What follows belongs to an exercise in optimizing a design on an open flow for small area, a short achievable clock period and few clock cycles; a production flow would make more cautious choices. The RTL was checked by simulation tests, not by an equivalence proof against the original design.

==> design.v <==
`timescale 1ns/100ps
module csi_fa (
	input  wire a, b, c,
	output wire s, co
);
assign s  = a ^ b ^ c;
assign co = (a & b) | (a & c) | (b & c);
endmodule
module csi_ha (
	input  wire a, b,
	output wire s, co
);
assign s  = a ^ b;
assign co = a & b;
endmodule
`timescale 1ns/100ps
module csi_top (
	input  logic        clk,
	input  logic        rst_n,
	input  logic        start,
	output logic [17:0] sram_addr,
	output logic [15:0] sram_wdata,
	output logic        sram_we_n,
	input  logic [15:0] sram_rdata,
	output logic        done
);
localparam logic [17:0] U_BASE   = 18'd38400;
localparam logic [17:0] V_BASE   = 18'd57600;
localparam logic [17:0] RGB_BASE = 18'd146944;
localparam logic [15:0] C_END    = 16'd38405;
logic        run;
logic        we;        
logic [4:0]  ph;        
logic [15:0] c;         
logic [7:0]  col;       
logic [17:0] wc;        
wire wact = (|c[15:3]) | (c[2] & (c[1] | c[0]));    
logic [7:0]  ul, vh, vl;
logic [7:0]  L [0:10];
wire [7:0] ins  = ph[0] ? (c[0] ? ul : sram_rdata[15:8]) : (c[0] ? vh : vl);
logic      head, t157, t158, t159;    
wire       hmod = (ph[0] & head) | (ph[4] & t159);    
wire [7:0] tp1 = t159 ? L[6] : L[4];
wire [7:0] tp2 = t159 ? L[6] : (t158 ? L[4] : L[2]);
wire [7:0] tp3 = t159 ? L[6] : (t158 ? L[4] : (t157 ? L[2] : L[0]));
logic [8:0] ia, ib, ic;
wire [7:0] tm1 = L[8];
wire [7:0] tm2 = L[10];
wire [7:0] tp0 = L[6];
wire  [16:0] it_s, it_c;
wire it_n1 = ~ia[0];
wire it_n2, it_n3;
csi_ha u_it_n2 (.a(ia[1]), .b(ia[3]), .s(it_n2), .co(it_n3));
wire it_n4, it_n5;
csi_ha u_it_n4 (.a(ia[0]), .b(~ia[5]), .s(it_n4), .co(it_n5));
wire it_n6 = ~(ia[1] ^ ~ia[6]);
wire it_n7 = ia[1] | ~ia[6];
wire it_n8, it_n9;
csi_fa u_it_n8 (.a(~ib[0]), .b(ib[3]), .c(ib[4]), .s(it_n8), .co(it_n9));
wire it_n10, it_n11;
csi_fa u_it_n10 (.a(ia[2]), .b(~ia[7]), .c(~ib[1]), .s(it_n10), .co(it_n11));
wire it_n12, it_n13;
csi_fa u_it_n12 (.a(ib[4]), .b(ib[5]), .c(ic[3]), .s(it_n12), .co(it_n13));
wire it_n14, it_n15;
csi_ha u_it_n14 (.a(ic[5]), .b(ic[7]), .s(it_n14), .co(it_n15));
wire it_n16, it_n17;
csi_fa u_it_n16 (.a(~ia[8]), .b(~ib[2]), .c(ib[5]), .s(it_n16), .co(it_n17));
wire it_n18, it_n19;
csi_fa u_it_n18 (.a(ib[6]), .b(ic[4]), .c(ic[6]), .s(it_n18), .co(it_n19));
wire it_n20, it_n21;
csi_fa u_it_n20 (.a(ic[8]), .b(ia[0]), .c(it_n2), .s(it_n20), .co(it_n21));
wire it_n22 = ~(ia[2] ^ ia[4]);
wire it_n23 = ia[2] | ia[4];
wire it_n24, it_n25;
csi_fa u_it_n24 (.a(~ib[3]), .b(ib[6]), .c(ib[7]), .s(it_n24), .co(it_n25));
wire it_n26, it_n27;
csi_fa u_it_n26 (.a(ic[5]), .b(ic[7]), .c(it_n3), .s(it_n26), .co(it_n27));
wire it_n28 = ~(ia[3] ^ ia[5]);
wire it_n29 = ia[3] | ia[5];
wire it_n30, it_n31;
csi_fa u_it_n30 (.a(~ib[4]), .b(ib[7]), .c(ib[8]), .s(it_n30), .co(it_n31));
wire it_n32, it_n33;
csi_ha u_it_n32 (.a(ic[6]), .b(ic[8]), .s(it_n32), .co(it_n33));
wire it_n34 = ~(ia[4] ^ ia[6]);
wire it_n35 = ia[4] | ia[6];
wire it_n36, it_n37;
csi_ha u_it_n36 (.a(~ib[5]), .b(ib[8]), .s(it_n36), .co(it_n37));
wire it_n38 = ~ia[5];
wire it_n39, it_n40;
csi_ha u_it_n39 (.a(~ia[3]), .b(ib[0]), .s(it_n39), .co(it_n40));
wire it_n41, it_n42;
csi_fa u_it_n41 (.a(~ia[4]), .b(ib[1]), .c(ib[2]), .s(it_n41), .co(it_n42));
wire it_n43, it_n44;
csi_ha u_it_n43 (.a(ic[0]), .b(ic[2]), .s(it_n43), .co(it_n44));
wire it_n45, it_n46;
csi_fa u_it_n45 (.a(ib[2]), .b(ib[3]), .c(ic[1]), .s(it_n45), .co(it_n46));
wire it_n47, it_n48;
csi_fa u_it_n47 (.a(ic[3]), .b(ic[5]), .c(it_n4), .s(it_n47), .co(it_n48));
wire it_n49, it_n50;
csi_fa u_it_n49 (.a(ic[2]), .b(ic[4]), .c(ic[6]), .s(it_n49), .co(it_n50));
wire it_n51, it_n52;
csi_fa u_it_n51 (.a(it_n6), .b(it_n5), .c(it_n8), .s(it_n51), .co(it_n52));
wire it_n53, it_n54;
csi_fa u_it_n53 (.a(it_n1), .b(it_n10), .c(it_n12), .s(it_n53), .co(it_n54));
wire it_n55, it_n56;
csi_fa u_it_n55 (.a(it_n7), .b(it_n14), .c(it_n9), .s(it_n55), .co(it_n56));
wire it_n57, it_n58;
csi_fa u_it_n57 (.a(it_n16), .b(it_n18), .c(it_n20), .s(it_n57), .co(it_n58));
wire it_n59, it_n60;
csi_fa u_it_n59 (.a(it_n15), .b(it_n11), .c(it_n13), .s(it_n59), .co(it_n60));
wire it_n61, it_n62;
csi_fa u_it_n61 (.a(it_n22), .b(it_n24), .c(it_n26), .s(it_n61), .co(it_n62));
wire it_n63, it_n64;
csi_fa u_it_n63 (.a(it_n17), .b(it_n19), .c(it_n21), .s(it_n63), .co(it_n64));
wire it_n65, it_n66;
csi_fa u_it_n65 (.a(it_n28), .b(it_n32), .c(it_n30), .s(it_n65), .co(it_n66));
wire it_n67, it_n68;
csi_fa u_it_n67 (.a(it_n23), .b(it_n25), .c(it_n27), .s(it_n67), .co(it_n68));
wire it_n69, it_n70;
csi_fa u_it_n69 (.a(ic[7]), .b(it_n34), .c(it_n36), .s(it_n69), .co(it_n70));
wire it_n71, it_n72;
csi_fa u_it_n71 (.a(it_n29), .b(it_n33), .c(it_n31), .s(it_n71), .co(it_n72));
wire it_n73, it_n74;
csi_fa u_it_n73 (.a(ia[7]), .b(~ib[6]), .c(ic[8]), .s(it_n73), .co(it_n74));
wire it_n75, it_n76;
csi_fa u_it_n75 (.a(it_n38), .b(it_n35), .c(it_n37), .s(it_n75), .co(it_n76));
wire it_n77 = ~(ia[6] ^ ia[8]);
wire it_n78 = ia[6] | ia[8];
wire it_n79, it_n80;
csi_ha u_it_n79 (.a(~ib[7]), .b(ia[5]), .s(it_n79), .co(it_n80));
wire it_n81 = ~ia[7];
wire it_n82, it_n83;
csi_ha u_it_n82 (.a(~ia[2]), .b(ib[0]), .s(it_n82), .co(it_n83));
wire it_n84, it_n85;
csi_fa u_it_n84 (.a(ib[1]), .b(ic[1]), .c(ic[3]), .s(it_n84), .co(it_n85));
wire it_n86, it_n87;
csi_fa u_it_n86 (.a(ic[4]), .b(it_n43), .c(it_n41), .s(it_n86), .co(it_n87));
wire it_n88, it_n89;
csi_fa u_it_n88 (.a(it_n42), .b(it_n45), .c(it_n47), .s(it_n88), .co(it_n89));
wire it_n90, it_n91;
csi_fa u_it_n90 (.a(it_n46), .b(it_n49), .c(it_n51), .s(it_n90), .co(it_n91));
wire it_n92, it_n93;
csi_fa u_it_n92 (.a(it_n50), .b(it_n55), .c(it_n53), .s(it_n92), .co(it_n93));
wire it_n94, it_n95;
csi_fa u_it_n94 (.a(it_n59), .b(it_n54), .c(it_n57), .s(it_n94), .co(it_n95));
wire it_n96, it_n97;
csi_fa u_it_n96 (.a(it_n61), .b(it_n63), .c(it_n58), .s(it_n96), .co(it_n97));
wire it_n98, it_n99;
csi_fa u_it_n98 (.a(it_n65), .b(it_n62), .c(it_n67), .s(it_n98), .co(it_n99));
wire it_n100, it_n101;
csi_fa u_it_n100 (.a(it_n69), .b(it_n71), .c(it_n66), .s(it_n100), .co(it_n101));
wire it_n102, it_n103;
csi_fa u_it_n102 (.a(it_n73), .b(it_n70), .c(it_n75), .s(it_n102), .co(it_n103));
wire it_n104, it_n105;
csi_fa u_it_n104 (.a(it_n77), .b(it_n79), .c(it_n74), .s(it_n104), .co(it_n105));
wire it_n106, it_n107;
csi_fa u_it_n106 (.a(~ib[8]), .b(it_n81), .c(it_n78), .s(it_n106), .co(it_n107));
wire it_n108 = ~ia[8];
wire it_n109 = ~~ia[0];
wire it_n110, it_n111;
csi_ha u_it_n110 (.a(~ia[1]), .b(ic[1]), .s(it_n110), .co(it_n111));
wire it_n112, it_n113;
csi_fa u_it_n112 (.a(ic[0]), .b(ic[2]), .c(it_n82), .s(it_n112), .co(it_n113));
wire it_n114, it_n115;
csi_fa u_it_n114 (.a(it_n83), .b(it_n39), .c(it_n84), .s(it_n114), .co(it_n115));
wire it_n116, it_n117;
csi_fa u_it_n116 (.a(it_n40), .b(it_n85), .c(it_n86), .s(it_n116), .co(it_n117));
wire it_n118, it_n119;
csi_fa u_it_n118 (.a(it_n44), .b(it_n87), .c(it_n88), .s(it_n118), .co(it_n119));
wire it_n120, it_n121;
csi_fa u_it_n120 (.a(it_n48), .b(it_n89), .c(it_n90), .s(it_n120), .co(it_n121));
wire it_n122, it_n123;
csi_fa u_it_n122 (.a(it_n52), .b(it_n91), .c(it_n92), .s(it_n122), .co(it_n123));
wire it_n124, it_n125;
csi_fa u_it_n124 (.a(it_n56), .b(it_n93), .c(it_n94), .s(it_n124), .co(it_n125));
wire it_n126, it_n127;
csi_fa u_it_n126 (.a(it_n60), .b(it_n95), .c(it_n96), .s(it_n126), .co(it_n127));
wire it_n128, it_n129;
csi_fa u_it_n128 (.a(it_n64), .b(it_n98), .c(it_n97), .s(it_n128), .co(it_n129));
wire it_n130, it_n131;
csi_fa u_it_n130 (.a(it_n68), .b(it_n100), .c(it_n99), .s(it_n130), .co(it_n131));
wire it_n132, it_n133;
csi_fa u_it_n132 (.a(it_n72), .b(it_n102), .c(it_n101), .s(it_n132), .co(it_n133));
wire it_n134, it_n135;
csi_fa u_it_n134 (.a(it_n76), .b(it_n104), .c(it_n103), .s(it_n134), .co(it_n135));
wire it_n136, it_n137;
csi_fa u_it_n136 (.a(it_n80), .b(it_n106), .c(it_n105), .s(it_n136), .co(it_n137));
wire it_n138, it_n139;
csi_fa u_it_n138 (.a(ia[7]), .b(it_n108), .c(it_n107), .s(it_n138), .co(it_n139));
wire it_n140 = ~ia[8];
assign it_s = {it_n140, it_n138, it_n136, it_n134, it_n132, it_n130, it_n128, it_n126, it_n124, it_n122, it_n120, it_n118, it_n116, it_n114, it_n112, it_n110, ic[0]};
assign it_c = {it_n139, it_n137, it_n135, it_n133, it_n131, it_n129, it_n127, it_n125, it_n123, it_n121, it_n119, it_n117, it_n115, it_n113, it_n111, ~ia[0], it_n109};
wire [16:0] isum = it_s + it_c;
wire [8:0]  ires = isum[16:8];
function automatic logic [8:0] ex(input logic [7:0] s);    
	ex = {s[7], ~s[7], s[6:0]};
endfunction
logic [7:0] ycur, ylo;         
logic [8:0] xcur;              
logic       selb;              
logic [8:0] gnu, gnv;          
wire [7:0]  rb_y = ycur;
wire [8:0]  rb_x = xcur;
wire        rb_selb = selb;
wire [7:0]  g_y = ycur;
wire [8:0]  g_nu = gnu;
wire [8:0]  g_nv = gnv;
wire [26:0] rbt_s, rbt_c, gt_s, gt_c;
wire rbt_n1 = ~~rb_y[6];
wire rbt_n2, rbt_n3;
csi_ha u_rbt_n2 (.a(rb_y[0]), .b(~rb_y[7]), .s(rbt_n2), .co(rbt_n3));
wire rbt_n4, rbt_n5;
csi_fa u_rbt_n4 (.a(rb_y[0]), .b(rb_y[2]), .c(rb_x[4]), .s(rbt_n4), .co(rbt_n5));
wire rbt_n6, rbt_n7;
csi_fa u_rbt_n6 (.a(rb_y[1]), .b(rb_y[3]), .c(rb_x[5]), .s(rbt_n6), .co(rbt_n7));
wire rbt_n8, rbt_n9;
csi_fa u_rbt_n8 (.a(rb_y[0]), .b(rb_y[2]), .c(rb_y[4]), .s(rbt_n8), .co(rbt_n9));
wire rbt_n10 = ~(rb_y[1] ^ rb_y[3]);
wire rbt_n11 = rb_y[1] | rb_y[3];
wire rbt_n12, rbt_n13;
csi_ha u_rbt_n12 (.a(rb_y[5]), .b(rb_x[7]), .s(rbt_n12), .co(rbt_n13));
wire rbt_n14 = ~(rb_y[2] ^ rb_y[4]);
wire rbt_n15 = rb_y[2] | rb_y[4];
wire rbt_n16, rbt_n17;
csi_fa u_rbt_n16 (.a(rb_y[6]), .b(rb_x[8]), .c((rb_selb ? rb_x[5] : rb_x[0])), .s(rbt_n16), .co(rbt_n17));
wire rbt_n18, rbt_n19;
csi_fa u_rbt_n18 (.a(rb_y[0]), .b(rb_y[3]), .c(rb_y[5]), .s(rbt_n18), .co(rbt_n19));
wire rbt_n20, rbt_n21;
csi_fa u_rbt_n20 (.a(rb_y[7]), .b((~rb_selb & rb_x[0])), .c((rb_selb ? rb_x[6] : rb_x[1])), .s(rbt_n20), .co(rbt_n21));
wire rbt_n22, rbt_n23;
csi_fa u_rbt_n22 (.a(rb_y[1]), .b(rb_y[4]), .c(rb_y[6]), .s(rbt_n22), .co(rbt_n23));
wire rbt_n24, rbt_n25;
csi_ha u_rbt_n24 (.a((rb_selb ? rb_x[0] : rb_x[1])), .b((rb_selb ? rb_x[7] : rb_x[2])), .s(rbt_n24), .co(rbt_n25));
wire rbt_n26, rbt_n27;
csi_fa u_rbt_n26 (.a(rb_y[2]), .b(rb_y[5]), .c(rb_y[7]), .s(rbt_n26), .co(rbt_n27));
wire rbt_n28, rbt_n29;
csi_fa u_rbt_n28 (.a((rb_selb ? rb_x[1] : rb_x[2])), .b((rb_selb ? rb_x[8] : rb_x[3])), .c((~rb_selb & rb_x[6])), .s(rbt_n28), .co(rbt_n29));
wire rbt_n30, rbt_n31;
csi_fa u_rbt_n30 (.a(rb_y[3]), .b(rb_y[6]), .c((rb_selb ? rb_x[2] : rb_x[3])), .s(rbt_n30), .co(rbt_n31));
wire rbt_n32, rbt_n33;
csi_ha u_rbt_n32 (.a((~rb_selb & rb_x[4])), .b((~rb_selb & rb_x[7])), .s(rbt_n32), .co(rbt_n33));
wire rbt_n34, rbt_n35;
csi_fa u_rbt_n34 (.a(rb_y[4]), .b(rb_y[7]), .c((rb_selb ? rb_x[3] : rb_x[4])), .s(rbt_n34), .co(rbt_n35));
wire rbt_n36, rbt_n37;
csi_ha u_rbt_n36 (.a(~rb_y[2]), .b(rb_x[0]), .s(rbt_n36), .co(rbt_n37));
wire rbt_n38, rbt_n39;
csi_fa u_rbt_n38 (.a(~rb_y[3]), .b(rb_x[1]), .c(rb_x[4]), .s(rbt_n38), .co(rbt_n39));
wire rbt_n40 = ~(~rb_y[4] ^ rb_x[2]);
wire rbt_n41 = ~rb_y[4] | rb_x[2];
wire rbt_n42, rbt_n43;
csi_ha u_rbt_n42 (.a(rb_x[5]), .b(rb_x[6]), .s(rbt_n42), .co(rbt_n43));
wire rbt_n44, rbt_n45;
csi_fa u_rbt_n44 (.a(~rb_y[5]), .b(rb_x[0]), .c(rb_x[3]), .s(rbt_n44), .co(rbt_n45));
wire rbt_n46, rbt_n47;
csi_fa u_rbt_n46 (.a(rb_x[6]), .b(rb_x[7]), .c((rb_selb & rb_x[4])), .s(rbt_n46), .co(rbt_n47));
wire rbt_n48, rbt_n49;
csi_fa u_rbt_n48 (.a(rb_x[1]), .b(rb_x[4]), .c(rb_x[7]), .s(rbt_n48), .co(rbt_n49));
wire rbt_n50, rbt_n51;
csi_fa u_rbt_n50 (.a(rb_x[8]), .b((rb_selb & rb_x[5])), .c(rbt_n1), .s(rbt_n50), .co(rbt_n51));
wire rbt_n52, rbt_n53;
csi_fa u_rbt_n52 (.a(rb_x[2]), .b(rb_x[5]), .c(rb_x[8]), .s(rbt_n52), .co(rbt_n53));
wire rbt_n54, rbt_n55;
csi_fa u_rbt_n54 (.a((rb_selb & rb_x[6])), .b(~rb_y[6]), .c(rbt_n2), .s(rbt_n54), .co(rbt_n55));
wire rbt_n56, rbt_n57;
csi_fa u_rbt_n56 (.a(rb_y[1]), .b(rb_x[3]), .c(rb_x[6]), .s(rbt_n56), .co(rbt_n57));
wire rbt_n58, rbt_n59;
csi_fa u_rbt_n58 (.a((rb_selb & rb_x[0])), .b((rb_selb & rb_x[7])), .c(rbt_n3), .s(rbt_n58), .co(rbt_n59));
wire rbt_n60, rbt_n61;
csi_fa u_rbt_n60 (.a(rb_x[7]), .b((rb_selb & rb_x[1])), .c((rb_selb & rb_x[8])), .s(rbt_n60), .co(rbt_n61));
wire rbt_n62, rbt_n63;
csi_fa u_rbt_n62 (.a((~rb_selb & rb_x[0])), .b(~rb_selb), .c(rbt_n4), .s(rbt_n62), .co(rbt_n63));
wire rbt_n64, rbt_n65;
csi_fa u_rbt_n64 (.a(rb_x[8]), .b((rb_selb & rb_x[2])), .c((~rb_selb & rb_x[0])), .s(rbt_n64), .co(rbt_n65));
wire rbt_n66, rbt_n67;
csi_fa u_rbt_n66 (.a((~rb_selb & rb_x[1])), .b(rbt_n5), .c(rbt_n6), .s(rbt_n66), .co(rbt_n67));
wire rbt_n68, rbt_n69;
csi_fa u_rbt_n68 (.a(rb_x[6]), .b((rb_selb & rb_x[3])), .c((~rb_selb & rb_x[1])), .s(rbt_n68), .co(rbt_n69));
wire rbt_n70, rbt_n71;
csi_fa u_rbt_n70 (.a((~rb_selb & rb_x[2])), .b(rbt_n7), .c(rbt_n8), .s(rbt_n70), .co(rbt_n71));
wire rbt_n72, rbt_n73;
csi_fa u_rbt_n72 (.a((rb_selb & rb_x[4])), .b((~rb_selb & rb_x[2])), .c((~rb_selb & rb_x[3])), .s(rbt_n72), .co(rbt_n73));
wire rbt_n74, rbt_n75;
csi_fa u_rbt_n74 (.a(rbt_n10), .b(rbt_n12), .c(rbt_n9), .s(rbt_n74), .co(rbt_n75));
wire rbt_n76, rbt_n77;
csi_fa u_rbt_n76 (.a((~rb_selb & rb_x[3])), .b((~rb_selb & rb_x[4])), .c(rbt_n14), .s(rbt_n76), .co(rbt_n77));
wire rbt_n78, rbt_n79;
csi_fa u_rbt_n78 (.a(rbt_n11), .b(rbt_n13), .c(rbt_n16), .s(rbt_n78), .co(rbt_n79));
wire rbt_n80, rbt_n81;
csi_fa u_rbt_n80 (.a((~rb_selb & rb_x[4])), .b((~rb_selb & rb_x[5])), .c(rbt_n18), .s(rbt_n80), .co(rbt_n81));
wire rbt_n82, rbt_n83;
csi_fa u_rbt_n82 (.a(rbt_n15), .b(rbt_n17), .c(rbt_n20), .s(rbt_n82), .co(rbt_n83));
wire rbt_n84, rbt_n85;
csi_fa u_rbt_n84 (.a((~rb_selb & rb_x[5])), .b((~rb_selb & rb_x[6])), .c(rbt_n22), .s(rbt_n84), .co(rbt_n85));
wire rbt_n86, rbt_n87;
csi_fa u_rbt_n86 (.a(rbt_n24), .b(rbt_n19), .c(rbt_n21), .s(rbt_n86), .co(rbt_n87));
wire rbt_n88, rbt_n89;
csi_fa u_rbt_n88 (.a((~rb_selb & rb_x[7])), .b(~rb_selb), .c(rbt_n26), .s(rbt_n88), .co(rbt_n89));
wire rbt_n90, rbt_n91;
csi_fa u_rbt_n90 (.a(rbt_n25), .b(rbt_n23), .c(rbt_n28), .s(rbt_n90), .co(rbt_n91));
wire rbt_n92, rbt_n93;
csi_fa u_rbt_n92 (.a((~rb_selb & rb_x[8])), .b(rb_selb), .c(rbt_n30), .s(rbt_n92), .co(rbt_n93));
wire rbt_n94, rbt_n95;
csi_fa u_rbt_n94 (.a(rbt_n32), .b(rbt_n27), .c(rbt_n29), .s(rbt_n94), .co(rbt_n95));
wire rbt_n96, rbt_n97;
csi_fa u_rbt_n96 (.a((~rb_selb & rb_x[5])), .b((~rb_selb & rb_x[8])), .c(~rb_selb), .s(rbt_n96), .co(rbt_n97));
wire rbt_n98, rbt_n99;
csi_fa u_rbt_n98 (.a(rbt_n33), .b(rbt_n31), .c(rbt_n34), .s(rbt_n98), .co(rbt_n99));
wire rbt_n100, rbt_n101;
csi_fa u_rbt_n100 (.a(rb_y[5]), .b((rb_selb ? rb_x[4] : rb_x[5])), .c((~rb_selb & rb_x[6])), .s(rbt_n100), .co(rbt_n101));
wire rbt_n102, rbt_n103;
csi_ha u_rbt_n102 (.a(rb_selb), .b(rbt_n35), .s(rbt_n102), .co(rbt_n103));
wire rbt_n104 = ~(rb_y[6] ^ (rb_selb ? rb_x[5] : rb_x[6]));
wire rbt_n105 = rb_y[6] | (rb_selb ? rb_x[5] : rb_x[6]);
wire rbt_n106, rbt_n107;
csi_ha u_rbt_n106 (.a(rb_y[7]), .b((rb_selb ? rb_x[6] : rb_x[7])), .s(rbt_n106), .co(rbt_n107));
wire rbt_n108 = ~~rb_y[0];
wire rbt_n109, rbt_n110;
csi_fa u_rbt_n109 (.a(~rb_y[1]), .b(rb_x[2]), .c(rb_x[3]), .s(rbt_n109), .co(rbt_n110));
wire rbt_n111, rbt_n112;
csi_fa u_rbt_n111 (.a(rb_x[3]), .b(rb_x[4]), .c((rb_selb & rb_x[1])), .s(rbt_n111), .co(rbt_n112));
wire rbt_n113, rbt_n114;
csi_fa u_rbt_n113 (.a(rb_x[5]), .b((rb_selb & rb_x[2])), .c(rbt_n38), .s(rbt_n113), .co(rbt_n114));
wire rbt_n115, rbt_n116;
csi_fa u_rbt_n115 (.a((rb_selb & rb_x[3])), .b(rbt_n40), .c(rbt_n42), .s(rbt_n115), .co(rbt_n116));
wire rbt_n117, rbt_n118;
csi_fa u_rbt_n117 (.a(rbt_n41), .b(rbt_n44), .c(rbt_n46), .s(rbt_n117), .co(rbt_n118));
wire rbt_n119, rbt_n120;
csi_fa u_rbt_n119 (.a(rbt_n45), .b(rbt_n48), .c(rbt_n50), .s(rbt_n119), .co(rbt_n120));
wire rbt_n121, rbt_n122;
csi_fa u_rbt_n121 (.a(rbt_n49), .b(rbt_n52), .c(rbt_n54), .s(rbt_n121), .co(rbt_n122));
wire rbt_n123, rbt_n124;
csi_fa u_rbt_n123 (.a(rbt_n53), .b(rbt_n56), .c(rbt_n58), .s(rbt_n123), .co(rbt_n124));
wire rbt_n125, rbt_n126;
csi_fa u_rbt_n125 (.a(rbt_n57), .b(rbt_n60), .c(rbt_n62), .s(rbt_n125), .co(rbt_n126));
wire rbt_n127, rbt_n128;
csi_fa u_rbt_n127 (.a(rbt_n61), .b(rbt_n64), .c(rbt_n66), .s(rbt_n127), .co(rbt_n128));
wire rbt_n129, rbt_n130;
csi_fa u_rbt_n129 (.a(rbt_n65), .b(rbt_n68), .c(rbt_n70), .s(rbt_n129), .co(rbt_n130));
wire rbt_n131, rbt_n132;
csi_fa u_rbt_n131 (.a(rbt_n69), .b(rbt_n72), .c(rbt_n74), .s(rbt_n131), .co(rbt_n132));
wire rbt_n133, rbt_n134;
csi_fa u_rbt_n133 (.a(rbt_n73), .b(rbt_n76), .c(rbt_n78), .s(rbt_n133), .co(rbt_n134));
wire rbt_n135, rbt_n136;
csi_fa u_rbt_n135 (.a(rbt_n77), .b(rbt_n80), .c(rbt_n82), .s(rbt_n135), .co(rbt_n136));
wire rbt_n137, rbt_n138;
csi_fa u_rbt_n137 (.a(rbt_n81), .b(rbt_n84), .c(rbt_n86), .s(rbt_n137), .co(rbt_n138));
wire rbt_n139, rbt_n140;
csi_fa u_rbt_n139 (.a(rbt_n85), .b(rbt_n88), .c(rbt_n90), .s(rbt_n139), .co(rbt_n140));
wire rbt_n141, rbt_n142;
csi_fa u_rbt_n141 (.a(rbt_n89), .b(rbt_n92), .c(rbt_n94), .s(rbt_n141), .co(rbt_n142));
wire rbt_n143, rbt_n144;
csi_fa u_rbt_n143 (.a(rbt_n96), .b(rbt_n93), .c(rbt_n98), .s(rbt_n143), .co(rbt_n144));
wire rbt_n145, rbt_n146;
csi_fa u_rbt_n145 (.a(rbt_n97), .b(rbt_n100), .c(rbt_n102), .s(rbt_n145), .co(rbt_n146));
wire rbt_n147, rbt_n148;
csi_fa u_rbt_n147 (.a((~rb_selb & rb_x[7])), .b(rbt_n104), .c(rbt_n101), .s(rbt_n147), .co(rbt_n148));
wire rbt_n149, rbt_n150;
csi_fa u_rbt_n149 (.a((~rb_selb & rb_x[8])), .b(rb_selb), .c(rbt_n106), .s(rbt_n149), .co(rbt_n150));
wire rbt_n151, rbt_n152;
csi_ha u_rbt_n151 (.a((rb_selb ? rb_x[7] : rb_x[8])), .b(rb_selb), .s(rbt_n151), .co(rbt_n152));
wire rbt_n153, rbt_n154;
csi_ha u_rbt_n153 (.a(rb_x[1]), .b(rb_x[2]), .s(rbt_n153), .co(rbt_n154));
wire rbt_n155, rbt_n156;
csi_fa u_rbt_n155 (.a((rb_selb & rb_x[0])), .b(~rb_y[0]), .c(rbt_n109), .s(rbt_n155), .co(rbt_n156));
wire rbt_n157, rbt_n158;
csi_fa u_rbt_n157 (.a(rbt_n36), .b(rbt_n110), .c(rbt_n111), .s(rbt_n157), .co(rbt_n158));
wire rbt_n159, rbt_n160;
csi_fa u_rbt_n159 (.a(rbt_n37), .b(rbt_n112), .c(rbt_n113), .s(rbt_n159), .co(rbt_n160));
wire rbt_n161, rbt_n162;
csi_fa u_rbt_n161 (.a(rbt_n39), .b(rbt_n115), .c(rbt_n114), .s(rbt_n161), .co(rbt_n162));
wire rbt_n163, rbt_n164;
csi_fa u_rbt_n163 (.a(rbt_n43), .b(rbt_n116), .c(rbt_n117), .s(rbt_n163), .co(rbt_n164));
wire rbt_n165, rbt_n166;
csi_fa u_rbt_n165 (.a(rbt_n47), .b(rbt_n118), .c(rbt_n119), .s(rbt_n165), .co(rbt_n166));
wire rbt_n167, rbt_n168;
csi_fa u_rbt_n167 (.a(rbt_n51), .b(rbt_n120), .c(rbt_n121), .s(rbt_n167), .co(rbt_n168));
wire rbt_n169, rbt_n170;
csi_fa u_rbt_n169 (.a(rbt_n55), .b(rbt_n123), .c(rbt_n122), .s(rbt_n169), .co(rbt_n170));
wire rbt_n171, rbt_n172;
csi_fa u_rbt_n171 (.a(rbt_n59), .b(rbt_n124), .c(rbt_n125), .s(rbt_n171), .co(rbt_n172));
wire rbt_n173, rbt_n174;
csi_fa u_rbt_n173 (.a(rbt_n63), .b(rbt_n126), .c(rbt_n127), .s(rbt_n173), .co(rbt_n174));
wire rbt_n175, rbt_n176;
csi_fa u_rbt_n175 (.a(rbt_n67), .b(rbt_n128), .c(rbt_n129), .s(rbt_n175), .co(rbt_n176));
wire rbt_n177, rbt_n178;
csi_fa u_rbt_n177 (.a(rbt_n71), .b(rbt_n131), .c(rbt_n130), .s(rbt_n177), .co(rbt_n178));
wire rbt_n179, rbt_n180;
csi_fa u_rbt_n179 (.a(rbt_n75), .b(rbt_n132), .c(rbt_n133), .s(rbt_n179), .co(rbt_n180));
wire rbt_n181, rbt_n182;
csi_fa u_rbt_n181 (.a(rbt_n79), .b(rbt_n134), .c(rbt_n135), .s(rbt_n181), .co(rbt_n182));
wire rbt_n183, rbt_n184;
csi_fa u_rbt_n183 (.a(rbt_n83), .b(rbt_n136), .c(rbt_n137), .s(rbt_n183), .co(rbt_n184));
wire rbt_n185, rbt_n186;
csi_fa u_rbt_n185 (.a(rbt_n87), .b(rbt_n138), .c(rbt_n139), .s(rbt_n185), .co(rbt_n186));
wire rbt_n187, rbt_n188;
csi_fa u_rbt_n187 (.a(rbt_n91), .b(rbt_n140), .c(rbt_n141), .s(rbt_n187), .co(rbt_n188));
wire rbt_n189, rbt_n190;
csi_fa u_rbt_n189 (.a(rbt_n95), .b(rbt_n143), .c(rbt_n142), .s(rbt_n189), .co(rbt_n190));
wire rbt_n191, rbt_n192;
csi_fa u_rbt_n191 (.a(rbt_n99), .b(rbt_n145), .c(rbt_n144), .s(rbt_n191), .co(rbt_n192));
wire rbt_n193, rbt_n194;
csi_fa u_rbt_n193 (.a(rbt_n103), .b(rbt_n147), .c(rbt_n146), .s(rbt_n193), .co(rbt_n194));
wire rbt_n195, rbt_n196;
csi_fa u_rbt_n195 (.a(rbt_n105), .b(rbt_n149), .c(rbt_n148), .s(rbt_n195), .co(rbt_n196));
wire rbt_n197, rbt_n198;
csi_fa u_rbt_n197 (.a(rbt_n107), .b(rbt_n151), .c(rbt_n150), .s(rbt_n197), .co(rbt_n198));
wire rbt_n199, rbt_n200;
csi_fa u_rbt_n199 (.a((rb_selb & rb_x[8])), .b(~rb_selb), .c(rbt_n152), .s(rbt_n199), .co(rbt_n200));
assign rbt_s = {1'b1, rbt_n199, rbt_n197, rbt_n195, rbt_n193, rbt_n191, rbt_n189, rbt_n187, rbt_n185, rbt_n183, rbt_n181, rbt_n179, rbt_n177, rbt_n175, rbt_n173, rbt_n171, rbt_n169, rbt_n167, rbt_n165, rbt_n163, rbt_n161, rbt_n159, rbt_n157, rbt_n155, rbt_n108, rb_x[0], rb_x[0]};
assign rbt_c = {rbt_n200, rbt_n198, rbt_n196, rbt_n194, rbt_n192, rbt_n190, rbt_n188, rbt_n186, rbt_n184, rbt_n182, rbt_n180, rbt_n178, rbt_n176, rbt_n174, rbt_n172, rbt_n170, rbt_n168, rbt_n166, rbt_n164, rbt_n162, rbt_n160, rbt_n158, rbt_n156, rbt_n154, rbt_n153, rb_x[1], 1'b0};
wire gt_n1, gt_n2;
csi_ha u_gt_n1 (.a(g_y[0]), .b(g_y[3]), .s(gt_n1), .co(gt_n2));
wire gt_n3 = ~(g_y[1] ^ g_y[4]);
wire gt_n4 = g_y[1] | g_y[4];
wire gt_n5, gt_n6;
csi_ha u_gt_n5 (.a(g_y[2]), .b(g_y[5]), .s(gt_n5), .co(gt_n6));
wire gt_n7 = ~g_y[1];
wire gt_n8, gt_n9;
csi_fa u_gt_n8 (.a(g_y[0]), .b(g_y[2]), .c(g_y[4]), .s(gt_n8), .co(gt_n9));
wire gt_n10 = ~(g_y[1] ^ g_y[3]);
wire gt_n11 = g_y[1] | g_y[3];
wire gt_n12, gt_n13;
csi_fa u_gt_n12 (.a(g_y[5]), .b(g_nu[0]), .c(g_nu[1]), .s(gt_n12), .co(gt_n13));
wire gt_n14, gt_n15;
csi_fa u_gt_n14 (.a(g_y[2]), .b(g_y[4]), .c(g_y[6]), .s(gt_n14), .co(gt_n15));
wire gt_n16, gt_n17;
csi_fa u_gt_n16 (.a(g_nu[1]), .b(g_nu[2]), .c(g_nu[5]), .s(gt_n16), .co(gt_n17));
wire gt_n18, gt_n19;
csi_ha u_gt_n18 (.a(g_nv[0]), .b(g_nv[1]), .s(gt_n18), .co(gt_n19));
wire gt_n20, gt_n21;
csi_fa u_gt_n20 (.a(g_y[5]), .b(g_y[7]), .c(g_nu[2]), .s(gt_n20), .co(gt_n21));
wire gt_n22, gt_n23;
csi_fa u_gt_n22 (.a(g_nu[3]), .b(g_nu[6]), .c(g_nv[1]), .s(gt_n22), .co(gt_n23));
wire gt_n24, gt_n25;
csi_fa u_gt_n24 (.a(g_nv[2]), .b(g_nv[4]), .c(gt_n1), .s(gt_n24), .co(gt_n25));
wire gt_n26, gt_n27;
csi_fa u_gt_n26 (.a(g_y[6]), .b(g_nu[3]), .c(g_nu[4]), .s(gt_n26), .co(gt_n27));
wire gt_n28, gt_n29;
csi_fa u_gt_n28 (.a(g_nu[7]), .b(g_nv[2]), .c(g_nv[3]), .s(gt_n28), .co(gt_n29));
wire gt_n30, gt_n31;
csi_fa u_gt_n30 (.a(g_nv[5]), .b(gt_n3), .c(gt_n2), .s(gt_n30), .co(gt_n31));
wire gt_n32, gt_n33;
csi_fa u_gt_n32 (.a(g_y[7]), .b(g_nu[4]), .c(g_nu[5]), .s(gt_n32), .co(gt_n33));
wire gt_n34, gt_n35;
csi_fa u_gt_n34 (.a(g_nu[8]), .b(g_nv[3]), .c(g_nv[4]), .s(gt_n34), .co(gt_n35));
wire gt_n36, gt_n37;
csi_fa u_gt_n36 (.a(g_nv[6]), .b(gt_n4), .c(gt_n5), .s(gt_n36), .co(gt_n37));
wire gt_n38 = ~(g_y[3] ^ g_y[6]);
wire gt_n39 = g_y[3] | g_y[6];
wire gt_n40, gt_n41;
csi_fa u_gt_n40 (.a(g_nu[5]), .b(g_nu[6]), .c(g_nv[4]), .s(gt_n40), .co(gt_n41));
wire gt_n42, gt_n43;
csi_fa u_gt_n42 (.a(g_nv[5]), .b(g_nv[7]), .c(gt_n6), .s(gt_n42), .co(gt_n43));
wire gt_n44 = ~(g_y[4] ^ g_y[7]);
wire gt_n45 = g_y[4] | g_y[7];
wire gt_n46, gt_n47;
csi_fa u_gt_n46 (.a(g_nu[6]), .b(g_nu[7]), .c(g_nv[5]), .s(gt_n46), .co(gt_n47));
wire gt_n48, gt_n49;
csi_ha u_gt_n48 (.a(g_nv[6]), .b(g_nv[8]), .s(gt_n48), .co(gt_n49));
wire gt_n50 = ~(g_y[5] ^ g_nu[7]);
wire gt_n51 = g_y[5] | g_nu[7];
wire gt_n52, gt_n53;
csi_ha u_gt_n52 (.a(g_nu[8]), .b(g_nv[6]), .s(gt_n52), .co(gt_n53));
wire gt_n54 = ~~g_y[2];
wire gt_n55 = ~(~g_y[3] ^ g_nu[1]);
wire gt_n56 = ~g_y[3] | g_nu[1];
wire gt_n57, gt_n58;
csi_ha u_gt_n57 (.a(g_nu[2]), .b(g_nv[0]), .s(gt_n57), .co(gt_n58));
wire gt_n59 = ~(~g_y[4] ^ g_nu[2]);
wire gt_n60 = ~g_y[4] | g_nu[2];
wire gt_n61, gt_n62;
csi_fa u_gt_n61 (.a(g_nu[3]), .b(g_nv[1]), .c(g_nv[6]), .s(gt_n61), .co(gt_n62));
wire gt_n63, gt_n64;
csi_fa u_gt_n63 (.a(~g_y[5]), .b(g_nu[3]), .c(g_nu[4]), .s(gt_n63), .co(gt_n64));
wire gt_n65, gt_n66;
csi_ha u_gt_n65 (.a(g_nv[2]), .b(g_nv[7]), .s(gt_n65), .co(gt_n66));
wire gt_n67 = ~(~g_y[6] ^ g_nu[4]);
wire gt_n68 = ~g_y[6] | g_nu[4];
wire gt_n69, gt_n70;
csi_fa u_gt_n69 (.a(g_nu[5]), .b(g_nv[3]), .c(g_nv[8]), .s(gt_n69), .co(gt_n70));
wire gt_n71 = ~(g_y[0] ^ ~g_y[7]);
wire gt_n72 = g_y[0] | ~g_y[7];
wire gt_n73, gt_n74;
csi_fa u_gt_n73 (.a(g_nu[5]), .b(g_nu[6]), .c(g_nv[4]), .s(gt_n73), .co(gt_n74));
wire gt_n75 = ~(g_y[1] ^ g_nu[0]);
wire gt_n76 = g_y[1] | g_nu[0];
wire gt_n77, gt_n78;
csi_fa u_gt_n77 (.a(g_nu[6]), .b(g_nu[7]), .c(g_nv[5]), .s(gt_n77), .co(gt_n78));
wire gt_n79, gt_n80;
csi_fa u_gt_n79 (.a(g_y[0]), .b(g_y[2]), .c(g_nu[1]), .s(gt_n79), .co(gt_n80));
wire gt_n81, gt_n82;
csi_fa u_gt_n81 (.a(g_nu[7]), .b(g_nu[8]), .c(g_nv[6]), .s(gt_n81), .co(gt_n82));
wire gt_n83, gt_n84;
csi_fa u_gt_n83 (.a(g_y[3]), .b(g_nu[2]), .c(g_nu[8]), .s(gt_n83), .co(gt_n84));
wire gt_n85, gt_n86;
csi_fa u_gt_n85 (.a(g_nv[0]), .b(g_nv[7]), .c(gt_n7), .s(gt_n85), .co(gt_n86));
wire gt_n87, gt_n88;
csi_fa u_gt_n87 (.a(g_nu[0]), .b(g_nu[3]), .c(g_nv[1]), .s(gt_n87), .co(gt_n88));
wire gt_n89, gt_n90;
csi_fa u_gt_n89 (.a(g_nv[8]), .b(g_y[1]), .c(gt_n8), .s(gt_n89), .co(gt_n90));
wire gt_n91, gt_n92;
csi_fa u_gt_n91 (.a(g_nu[4]), .b(g_nv[0]), .c(g_nv[2]), .s(gt_n91), .co(gt_n92));
wire gt_n93, gt_n94;
csi_fa u_gt_n93 (.a(gt_n10), .b(gt_n9), .c(gt_n12), .s(gt_n93), .co(gt_n94));
wire gt_n95, gt_n96;
csi_fa u_gt_n95 (.a(g_nv[3]), .b(gt_n14), .c(gt_n16), .s(gt_n95), .co(gt_n96));
wire gt_n97, gt_n98;
csi_fa u_gt_n97 (.a(gt_n11), .b(gt_n18), .c(gt_n13), .s(gt_n97), .co(gt_n98));
wire gt_n99, gt_n100;
csi_fa u_gt_n99 (.a(gt_n20), .b(gt_n22), .c(gt_n24), .s(gt_n99), .co(gt_n100));
wire gt_n101, gt_n102;
csi_fa u_gt_n101 (.a(gt_n19), .b(gt_n15), .c(gt_n17), .s(gt_n101), .co(gt_n102));
wire gt_n103, gt_n104;
csi_fa u_gt_n103 (.a(gt_n26), .b(gt_n28), .c(gt_n30), .s(gt_n103), .co(gt_n104));
wire gt_n105, gt_n106;
csi_fa u_gt_n105 (.a(gt_n21), .b(gt_n23), .c(gt_n25), .s(gt_n105), .co(gt_n106));
wire gt_n107, gt_n108;
csi_fa u_gt_n107 (.a(gt_n32), .b(gt_n34), .c(gt_n36), .s(gt_n107), .co(gt_n108));
wire gt_n109, gt_n110;
csi_fa u_gt_n109 (.a(gt_n27), .b(gt_n29), .c(gt_n31), .s(gt_n109), .co(gt_n110));
wire gt_n111, gt_n112;
csi_fa u_gt_n111 (.a(gt_n38), .b(gt_n40), .c(gt_n42), .s(gt_n111), .co(gt_n112));
wire gt_n113, gt_n114;
csi_fa u_gt_n113 (.a(gt_n33), .b(gt_n35), .c(gt_n37), .s(gt_n113), .co(gt_n114));
wire gt_n115, gt_n116;
csi_fa u_gt_n115 (.a(gt_n44), .b(gt_n48), .c(gt_n46), .s(gt_n115), .co(gt_n116));
wire gt_n117, gt_n118;
csi_fa u_gt_n117 (.a(gt_n39), .b(gt_n41), .c(gt_n43), .s(gt_n117), .co(gt_n118));
wire gt_n119, gt_n120;
csi_fa u_gt_n119 (.a(g_nv[7]), .b(gt_n50), .c(gt_n52), .s(gt_n119), .co(gt_n120));
wire gt_n121, gt_n122;
csi_fa u_gt_n121 (.a(gt_n45), .b(gt_n49), .c(gt_n47), .s(gt_n121), .co(gt_n122));
wire gt_n123, gt_n124;
csi_fa u_gt_n123 (.a(g_y[6]), .b(g_nu[8]), .c(g_nv[7]), .s(gt_n123), .co(gt_n124));
wire gt_n125, gt_n126;
csi_fa u_gt_n125 (.a(g_nv[8]), .b(gt_n51), .c(gt_n53), .s(gt_n125), .co(gt_n126));
wire gt_n127 = ~g_y[7];
wire gt_n128 = ~~g_y[1];
wire gt_n129, gt_n130;
csi_fa u_gt_n129 (.a(g_nu[0]), .b(g_nu[1]), .c(g_nv[4]), .s(gt_n129), .co(gt_n130));
wire gt_n131, gt_n132;
csi_fa u_gt_n131 (.a(g_nv[5]), .b(gt_n55), .c(gt_n57), .s(gt_n131), .co(gt_n132));
wire gt_n133, gt_n134;
csi_fa u_gt_n133 (.a(gt_n59), .b(gt_n56), .c(gt_n61), .s(gt_n133), .co(gt_n134));
wire gt_n135, gt_n136;
csi_fa u_gt_n135 (.a(gt_n60), .b(gt_n65), .c(gt_n63), .s(gt_n135), .co(gt_n136));
wire gt_n137, gt_n138;
csi_fa u_gt_n137 (.a(gt_n67), .b(gt_n64), .c(gt_n69), .s(gt_n137), .co(gt_n138));
wire gt_n139, gt_n140;
csi_fa u_gt_n139 (.a(gt_n71), .b(gt_n68), .c(gt_n73), .s(gt_n139), .co(gt_n140));
wire gt_n141, gt_n142;
csi_fa u_gt_n141 (.a(gt_n75), .b(gt_n72), .c(gt_n77), .s(gt_n141), .co(gt_n142));
wire gt_n143, gt_n144;
csi_fa u_gt_n143 (.a(gt_n76), .b(gt_n79), .c(gt_n81), .s(gt_n143), .co(gt_n144));
wire gt_n145, gt_n146;
csi_fa u_gt_n145 (.a(gt_n80), .b(gt_n83), .c(gt_n85), .s(gt_n145), .co(gt_n146));
wire gt_n147, gt_n148;
csi_fa u_gt_n147 (.a(gt_n84), .b(gt_n87), .c(gt_n89), .s(gt_n147), .co(gt_n148));
wire gt_n149, gt_n150;
csi_fa u_gt_n149 (.a(gt_n88), .b(gt_n91), .c(gt_n93), .s(gt_n149), .co(gt_n150));
wire gt_n151, gt_n152;
csi_fa u_gt_n151 (.a(gt_n92), .b(gt_n97), .c(gt_n95), .s(gt_n151), .co(gt_n152));
wire gt_n153, gt_n154;
csi_fa u_gt_n153 (.a(gt_n101), .b(gt_n96), .c(gt_n99), .s(gt_n153), .co(gt_n154));
wire gt_n155, gt_n156;
csi_fa u_gt_n155 (.a(gt_n105), .b(gt_n100), .c(gt_n103), .s(gt_n155), .co(gt_n156));
wire gt_n157, gt_n158;
csi_fa u_gt_n157 (.a(gt_n109), .b(gt_n104), .c(gt_n107), .s(gt_n157), .co(gt_n158));
wire gt_n159, gt_n160;
csi_fa u_gt_n159 (.a(gt_n111), .b(gt_n113), .c(gt_n108), .s(gt_n159), .co(gt_n160));
wire gt_n161, gt_n162;
csi_fa u_gt_n161 (.a(gt_n115), .b(gt_n112), .c(gt_n117), .s(gt_n161), .co(gt_n162));
wire gt_n163, gt_n164;
csi_fa u_gt_n163 (.a(gt_n119), .b(gt_n121), .c(gt_n116), .s(gt_n163), .co(gt_n164));
wire gt_n165, gt_n166;
csi_fa u_gt_n165 (.a(gt_n123), .b(gt_n120), .c(gt_n125), .s(gt_n165), .co(gt_n166));
wire gt_n167, gt_n168;
csi_fa u_gt_n167 (.a(g_nv[8]), .b(gt_n127), .c(gt_n124), .s(gt_n167), .co(gt_n168));
wire gt_n169 = ~~g_y[0];
wire gt_n170, gt_n171;
csi_fa u_gt_n170 (.a(g_nu[0]), .b(g_nv[3]), .c(gt_n128), .s(gt_n170), .co(gt_n171));
wire gt_n172, gt_n173;
csi_fa u_gt_n172 (.a(~g_y[1]), .b(gt_n54), .c(gt_n129), .s(gt_n172), .co(gt_n173));
wire gt_n174, gt_n175;
csi_fa u_gt_n174 (.a(~g_y[2]), .b(gt_n130), .c(gt_n131), .s(gt_n174), .co(gt_n175));
wire gt_n176, gt_n177;
csi_fa u_gt_n176 (.a(gt_n58), .b(gt_n132), .c(gt_n133), .s(gt_n176), .co(gt_n177));
wire gt_n178, gt_n179;
csi_fa u_gt_n178 (.a(gt_n62), .b(gt_n134), .c(gt_n135), .s(gt_n178), .co(gt_n179));
wire gt_n180, gt_n181;
csi_fa u_gt_n180 (.a(gt_n66), .b(gt_n136), .c(gt_n137), .s(gt_n180), .co(gt_n181));
wire gt_n182, gt_n183;
csi_fa u_gt_n182 (.a(gt_n70), .b(gt_n139), .c(gt_n138), .s(gt_n182), .co(gt_n183));
wire gt_n184, gt_n185;
csi_fa u_gt_n184 (.a(gt_n74), .b(gt_n140), .c(gt_n141), .s(gt_n184), .co(gt_n185));
wire gt_n186, gt_n187;
csi_fa u_gt_n186 (.a(gt_n78), .b(gt_n142), .c(gt_n143), .s(gt_n186), .co(gt_n187));
wire gt_n188, gt_n189;
csi_fa u_gt_n188 (.a(gt_n82), .b(gt_n144), .c(gt_n145), .s(gt_n188), .co(gt_n189));
wire gt_n190, gt_n191;
csi_fa u_gt_n190 (.a(gt_n86), .b(gt_n146), .c(gt_n147), .s(gt_n190), .co(gt_n191));
wire gt_n192, gt_n193;
csi_fa u_gt_n192 (.a(gt_n90), .b(gt_n148), .c(gt_n149), .s(gt_n192), .co(gt_n193));
wire gt_n194, gt_n195;
csi_fa u_gt_n194 (.a(gt_n94), .b(gt_n150), .c(gt_n151), .s(gt_n194), .co(gt_n195));
wire gt_n196, gt_n197;
csi_fa u_gt_n196 (.a(gt_n98), .b(gt_n152), .c(gt_n153), .s(gt_n196), .co(gt_n197));
wire gt_n198, gt_n199;
csi_fa u_gt_n198 (.a(gt_n102), .b(gt_n154), .c(gt_n155), .s(gt_n198), .co(gt_n199));
wire gt_n200, gt_n201;
csi_fa u_gt_n200 (.a(gt_n106), .b(gt_n156), .c(gt_n157), .s(gt_n200), .co(gt_n201));
wire gt_n202, gt_n203;
csi_fa u_gt_n202 (.a(gt_n110), .b(gt_n158), .c(gt_n159), .s(gt_n202), .co(gt_n203));
wire gt_n204, gt_n205;
csi_fa u_gt_n204 (.a(gt_n114), .b(gt_n161), .c(gt_n160), .s(gt_n204), .co(gt_n205));
wire gt_n206, gt_n207;
csi_fa u_gt_n206 (.a(gt_n118), .b(gt_n163), .c(gt_n162), .s(gt_n206), .co(gt_n207));
wire gt_n208, gt_n209;
csi_fa u_gt_n208 (.a(gt_n122), .b(gt_n165), .c(gt_n164), .s(gt_n208), .co(gt_n209));
wire gt_n210, gt_n211;
csi_fa u_gt_n210 (.a(gt_n126), .b(gt_n167), .c(gt_n166), .s(gt_n210), .co(gt_n211));
wire gt_n212, gt_n213;
csi_ha u_gt_n212 (.a(g_y[7]), .b(gt_n168), .s(gt_n212), .co(gt_n213));
assign gt_s = {1'b1, 1'b1, gt_n212, gt_n210, gt_n208, gt_n206, gt_n204, gt_n202, gt_n200, gt_n198, gt_n196, gt_n194, gt_n192, gt_n190, gt_n188, gt_n186, gt_n184, gt_n182, gt_n180, gt_n178, gt_n176, gt_n174, gt_n172, gt_n170, g_nv[2], g_nv[1], 1'b1};
assign gt_c = {1'b0, gt_n213, gt_n211, gt_n209, gt_n207, gt_n205, gt_n203, gt_n201, gt_n199, gt_n197, gt_n195, gt_n193, gt_n191, gt_n189, gt_n187, gt_n185, gt_n183, gt_n181, gt_n179, gt_n177, gt_n175, gt_n173, gt_n171, ~g_y[0], gt_n169, 1'b0, g_nv[0]};
wire [16:0] rb_lo = {1'b0, rbt_s[15:0]} + {1'b0, rbt_c[15:0]};
wire [16:0] g_lo  = {1'b0, gt_s[15:0]} + {1'b0, gt_c[15:0]};
logic [10:0] rb_hs, rb_hc, g_hs, g_hc;
logic        rb_cy, g_cy;
function automatic logic [7:0] clip(input logic [10:0] h);   
	if (h[10])
		clip = 8'd0;
	else if (h[9] | h[8])
		clip = 8'd255;
	else
		clip = h[7:0];
endfunction
wire [10:0] rb_h = rb_hs + rb_hc + {10'd0, rb_cy};
wire [10:0] g_h  = g_hs + g_hc + {10'd0, g_cy};
wire [7:0]  rb   = clip(rb_h);
wire [7:0]  gg   = clip(g_h);
logic [7:0] bbuf;
always_ff @(posedge clk or negedge rst_n) begin
	if (!rst_n) begin
		run       <= 1'b0;
		done      <= 1'b0;
		we   <= 1'b0;
	end else begin
		we   <= run & wact & (ph[1] | ph[3] | ph[4]);
		if (!run) begin
			if (start) begin
				run  <= 1'b1;
				done <= 1'b0;
			end
		end else if (ph[0] && c == C_END) begin
			run  <= 1'b0;
			done <= 1'b1;
		end
	end
end
always_ff @(posedge clk) begin
	if (!run) begin
		ph  <= 5'b00001;
		c   <= 16'd0;
		col  <= 8'd155;
		head <= 1'b0;
		t157 <= 1'b0;
		t158 <= 1'b0;
		t159 <= 1'b0;
		wc  <= RGB_BASE;
	end else begin
		ph <= {ph[3:0], ph[4]};
		if (ph[4]) begin
			c    <= c + 16'd1;
			col  <= t159 ? 8'd0 : col + 8'd1;
			head <= t159;
			t157 <= (col == 8'd156);
			t158 <= t157;
			t159 <= t158;
		end
		if (wact & (ph[1] | ph[3] | ph[4]))
			wc <= wc + 18'd1;
	end
end
assign sram_we_n = ~we;
always_ff @(posedge clk) begin
	if (ph[0])
		sram_addr <= {2'b00, c - 16'd4};
	else if (ph[2])
		sram_addr <= (c[0] ? U_BASE : V_BASE) + {3'b000, c[15:1]};
	else
		sram_addr <= wc;
	sram_wdata[15:8] <= ph[1] ? rb : (ph[3] ? bbuf : gg);
	sram_wdata[7:0]  <= ph[1] ? gg : rb;
	if (ph[2])
		bbuf <= rb;
end
always_ff @(posedge clk) begin
	if (ph[3]) begin
		ycur <= sram_rdata[15:8];
		ylo  <= sram_rdata[7:0];
	end else if (ph[1]) begin
		ycur <= ylo;
	end
	if (ph[0] & c[0])
		{vh, vl} <= sram_rdata;
	if (ph[0] & ~c[0])
		ul <= sram_rdata[7:0];
	if (run & (ph[0] | ph[4])) begin
		L[0] <= ins;
		for (int i = 1; i <= 10; i++)
			L[i] <= L[i-1];
		if (hmod) begin
			L[8]  <= L[5];
			L[10] <= L[5];
		end
	end
end
always_ff @(posedge clk) begin
	xcur <= (ph[4] | ph[0]) ? ex(L[5]) : ires;
	selb <= ph[0] | ph[2];
	gnu  <= ~(ph[4] ? ex(L[4]) : ires);
	if (ph[4] | ph[1])
		gnv <= ~(ph[4] ? ex(L[5]) : ires);
	ia <= {1'b0, tp0} + {1'b0, tp1};
	ib <= {1'b0, tm1} + {1'b0, tp2};
	ic <= {1'b0, tm2} + {1'b0, tp3};
	rb_hs <= rbt_s[26:16];
	rb_hc <= rbt_c[26:16];
	rb_cy <= rb_lo[16];
	g_hs  <= gt_s[26:16];
	g_hc  <= gt_c[26:16];
	g_cy  <= g_lo[16];
end
endmodule
==> flow/run.sh <==
#!/bin/bash
# Standard ORFS layout with buf_2 port buffers and timing repair aimed at a
# 4.3 ns path delay (the constraints stay the design's: 17 ns clock).
set -euo pipefail
bash standard.sh "BUFFER_PORTS_ARGS=-buffer_cell sky130_fd_sc_hd__buf_2" SETUP_SLACK_MARGIN=12.7 finish > flow.log 2>&1
==> standard.sh <==
#!/bin/bash
# synth_recipe.tcl (not shown) runs the flow's synth.tcl, then flattens the netlist and writes it again
# the make line also repeats each setting of config.mk as NAME=value (left out here)
make -C /OpenROAD-flow-scripts/flow DESIGN_CONFIG=/design/flow/config.mk WORK_HOME=/design/flow/orfs CLKGATE_MAP_FILE= SYNTH_SCRIPT=/design/flow/synth_recipe.tcl "${@:-finish}"
==> config.mk <==
export PLATFORM = sky130hd
export DESIGN_NAME = csi_top
export DESIGN_NICKNAME = csi_top
export VERILOG_FILES = /design/flow/design.v
export SDC_FILE = /design/flow/constraint.sdc
export NUM_CORES = 4
export LEC_CHECK = 0
export CAP_MARGIN = 20
export CORE_MARGIN = 2
export CORE_UTILIZATION = 65
export CTS_CLUSTER_DIAMETER = 100
export CTS_CLUSTER_SIZE = 30
export PLACE_DENSITY = 0.75
export SLEW_MARGIN = 20
export SYNTH_HIERARCHICAL = 1
export SYNTH_MINIMUM_KEEP_SIZE = 0
==> constraint.sdc <==
create_clock -name core_clock -period 17.0 [get_ports {clk}]
set_input_delay 3.4000 -clock core_clock [delete_from_list [all_inputs] [get_ports {clk}]]
set_output_delay 3.4000 -clock core_clock [all_outputs]
set_load 0.01 [all_outputs]
==> reports/qor.csv <==
metric,value,unit
run status,timing/DRC/antenna clean,
# fillers,2170,
largest net degree at the start of global routing,85,
initial DRC count,972,
vias in the first global route,13000,
Fmax,225,MHz
Post-Syn Instances,1649,
R2R cell count,14,
crit-path leading delay family,flip-flops,
post-synthesis mux area share,0.0349,
htree depth,1,
FP Rows,64,
Worst path max stage delay,0.40,ns
Worst-Skew Late Latency,0.52,ns
Max Cap Viol,0,
Root Driver,clkbuf_16,
Synth area leaders,"fa_1 (23%), edfxtp_1 (22%), dfxtp_1 (17%)",
Placed Instances,2063,
# IOs,55,
total wire length,43100,um
via/cell ratio,5.95,
initial core utilization,0.657,
Compound-Gate Fraction of Synth Area,0.0833,
RSZ-0062 raised after global routing,true,
Hold Path Stages,0,
CP Capture Type,primary output,
final setup vio count,0,
Nets,2084,
Worst-path clk slew,0.11,ns
core box area,0.0305,mm^2
area of the mapped netlist,0.0200,mm^2
count of final hold-check violations,0,
worst rel slew slack,0.259,
layout cells sized above 1,0.104,
setup TNS,0,ns
largest family of logic cells by synthesized area,adder cells,
final-report max-slew violation count,0,
ys async rst share,0.00935,
"Critical Path, Cell by Cell",buf_2,
min Tclk post-route,4.45,ns
DPL Wire Length,33200,um
post-synth cell types,68,
fin cells,2094,
via count,12500,
ANT nets after route,0,
fin crit share,0.261,
Syn Nets,2044,
GRT overflow,0,
warning count from the yosys run,8,
"flops & latches, synth",321,
Die Area,0.0322,mm^2
die width,180,um
"Top FF cell, synth",dfxtp_1,
P&R area growth vs syn,6.98,%
DRC errors left,0,
GRT Overall Usage,0.274,
Worst EP required,13.60,ns
Synth Area in Simple Gates,0.0967,
startpoint types,register,
Adder-Cell Fraction of Synth Area,0.321,
Max clock buf depth,3,
"Arr. time, crit path",1.05,ns
ANT cells,0,
CTS tree,built,
Die H,180,um
WL/cell,20.6,um
first-pass GRT wire length,69800,um
Syn Area/Cell,12.1,um^2
routability-driven placement congestion ratio,0.873,
initial antenna violation count,0,
number of I/O port buffers,54,
Synth top area share,0.231,
crit path kind,register to primary output,
CP bufs+invs,1,
Synth area leader,fa_1,
Worst path slowest cell,dfrtp_1,
TritonCTS buffer count,15,
critical path depth,1,
clock sink count,321,
crit path max fanout,2,
Worst-Margin Slew,1.10,ns
Post-synth EDFFs,145,
detailed-router iteration count before antenna repair,5,
hold crit path type,register to register,
"Seq/Total Area, Yosys",0.394,
Post-Synth XOR/XNOR Area,0.0350,
Final Skew,0.0214,ns
[modules after synthesis, one instance, submodules excluded]
| module | flip-flops and latches | copies in the design |
|---|---|---|
| csi_ha | 0 | 28 |
| csi_top | 321 | 1 |
| csi_fa | 0 | 223 |
[flip-flops by register name, indices dropped and copies added, names as in the netlist, 10 cells and up]
name,cells
wc,18
sram_addr,18
L,88
c,16
rb_hc,11
rb_hs,10
g_hc,10
sram_wdata,16
[synthesized netlist by cell type (4+ instances only)]
cell,n
clkbuf_1,34
nand4_1,11
nor3b_1,6
and3_1,13
ha_1,145
o21a_1,14
xor2_1,33
a31oi_1,4
fa_1,231
and4_1,4
a21oi_1,50
edfxtp_1,145
a221oi_1,6
nor3_1,16
nand2b_1,18
a22oi_1,6
buf_2,5
o31a_1,5
inv_1,134
mux2_2,15
nand3_1,21
nor4_1,4
buf_1,6
o2111ai_1,7
mux2i_1,35
a211oi_1,18
or2_2,13
dfxtp_1,173
nor2_1,58
mux4_2,8
nor2b_1,36
nand2_1,111
a21o_1,17
a21boi_0,12
and2_1,50
o211ai_1,8
o21ai_0,81
xnor2_1,47
or3_1,9
[metal layers]
| metal | wire length (um) | share of wire | vias up | global-route usage |
|---|---|---|---|---|
| met5 | 0 | 0 | - | 0 |
| met4 | 1090 | 0.025 | 0 | 0.0673 |
| met3 | 3030 | 0.070 | 71 | 0.0456 |
| met2 | 19800 | 0.46 | 438 | 0.430 |
| met1 | 19100 | 0.44 | 6219 | 0.402 |
| li1 | - | - | 5725 | - |
[logic make-up (layout without fill, tap and decap cells)]
kind of cell               after synthesis  in the layout
AOI/OAI and AO/OA                      256            256
xor gates and xnor gates                80             80
adders and majority gates              376            376
buffers and inverters                  181            230
DFF                                    321            321
muxes                                   58             58
and+or+nand+nor                        377            377
[cell usage in the layout, fill, tap and decap left out, types with 14 or more instances in the layout]
master / instances
nand2_1: 110
nor3_1: 14
ha_1: 143
edfxtp_1: 145
buf_4: 16
o21ai_0: 79
xor2_1: 32
clkbuf_16: 16
a21oi_1: 45
nor2b_1: 36
dfxtp_1: 159
mux2_2: 15
and2_1: 49
dfxtp_2: 14
a211oi_1: 16
nand2b_1: 18
nor2_1: 57
buf_2: 44
nand3_1: 21
mux2i_1: 35
inv_1: 133
a21o_1: 17
o21a_1: 14
xnor2_1: 46
fa_1: 231
[timing repair]
item / CTS / global route
hold buffers: 0 / 0
endpoints found under the hold margin: 0 / 0
buffers inserted: 2 / 3
pin swaps: 4 / 7
endpoints found under the setup margin: 53 / 54
gates resized for setup: 19 / 36
[worst paths after layout]
kind / startpoint / end / slack [ns]
worst min register to register: L[3][0]$_DFFE_PP_ / L[4][0]$_DFFE_PP_ / 0.42
max in group asynchronous: rst_n / we$_DFF_PN0_ / 14.23
min in group asynchronous: rst_n / done$_DFFE_PN0P_ / 2.66
worst max register to register: ia[1]$_DFF_P_ / gnv[7]$_DFFE_PP_ / 12.58
worst min-delay path: L[3][0]$_DFFE_PP_ / L[4][0]$_DFFE_PP_ / 0.42
worst max-delay path: done$_DFFE_PN0P_ / done / 12.55
[stage by stage]
stage	setup slack, ns	area [um^2]	hold slack [ns]	utilization
detailed placement	12.33	20700	0.405	0.678
CTS	12.53	21300	0.423	0.697
finish	12.55	21400	0.418	0.702
floorplan	12.73	20000	0.400	-
global route	12.43	21400	0.419	0.702
global placement	12.40	20700	0.401	0.678
[final cells by class]
type,instances,area [um^2],share of cell area
clock inverters,6,65.1,0.00304
clock buffers,20,415,0.0194
inverters,134,503,0.0235
flip-flops and latches,321,7910,0.369
well taps,396,495,0.0231
multi-input cells,1147,11600,0.541
repair buffers,70,453,0.0211
Testbench counts, summed over its fixed seeds: cycles 2,304,324.

afterwards: timing with drivers on the ports:
The flow's constraints put no driver on any port. The routed layout listed below was extracted and timed again, unchanged, in two steps. Step 1, drivers: a clkbuf_16 drives clk and a buf_2 each remaining input, both assumed. Step 2 times the ports against the registers' clock, not the clock port: input delays grow and output delays shrink by t, the midpoint of the rising clock arrivals with the driver on. Three values: no drivers, after step 1, after step 2; two values: the first two.
t (ns): 0.559
slack for setup (ns): 12.555 / 12.504 / 12.578
hold WS [ns]: 0.418 / 0.418 / 0.418
worst setup path at the end: register to register
pins driven straight from the clock port: 1
After both steps this run still meets setup and hold. The setup slack of this run moves by -0.051 ns with the drivers and by +0.023 ns with both steps.
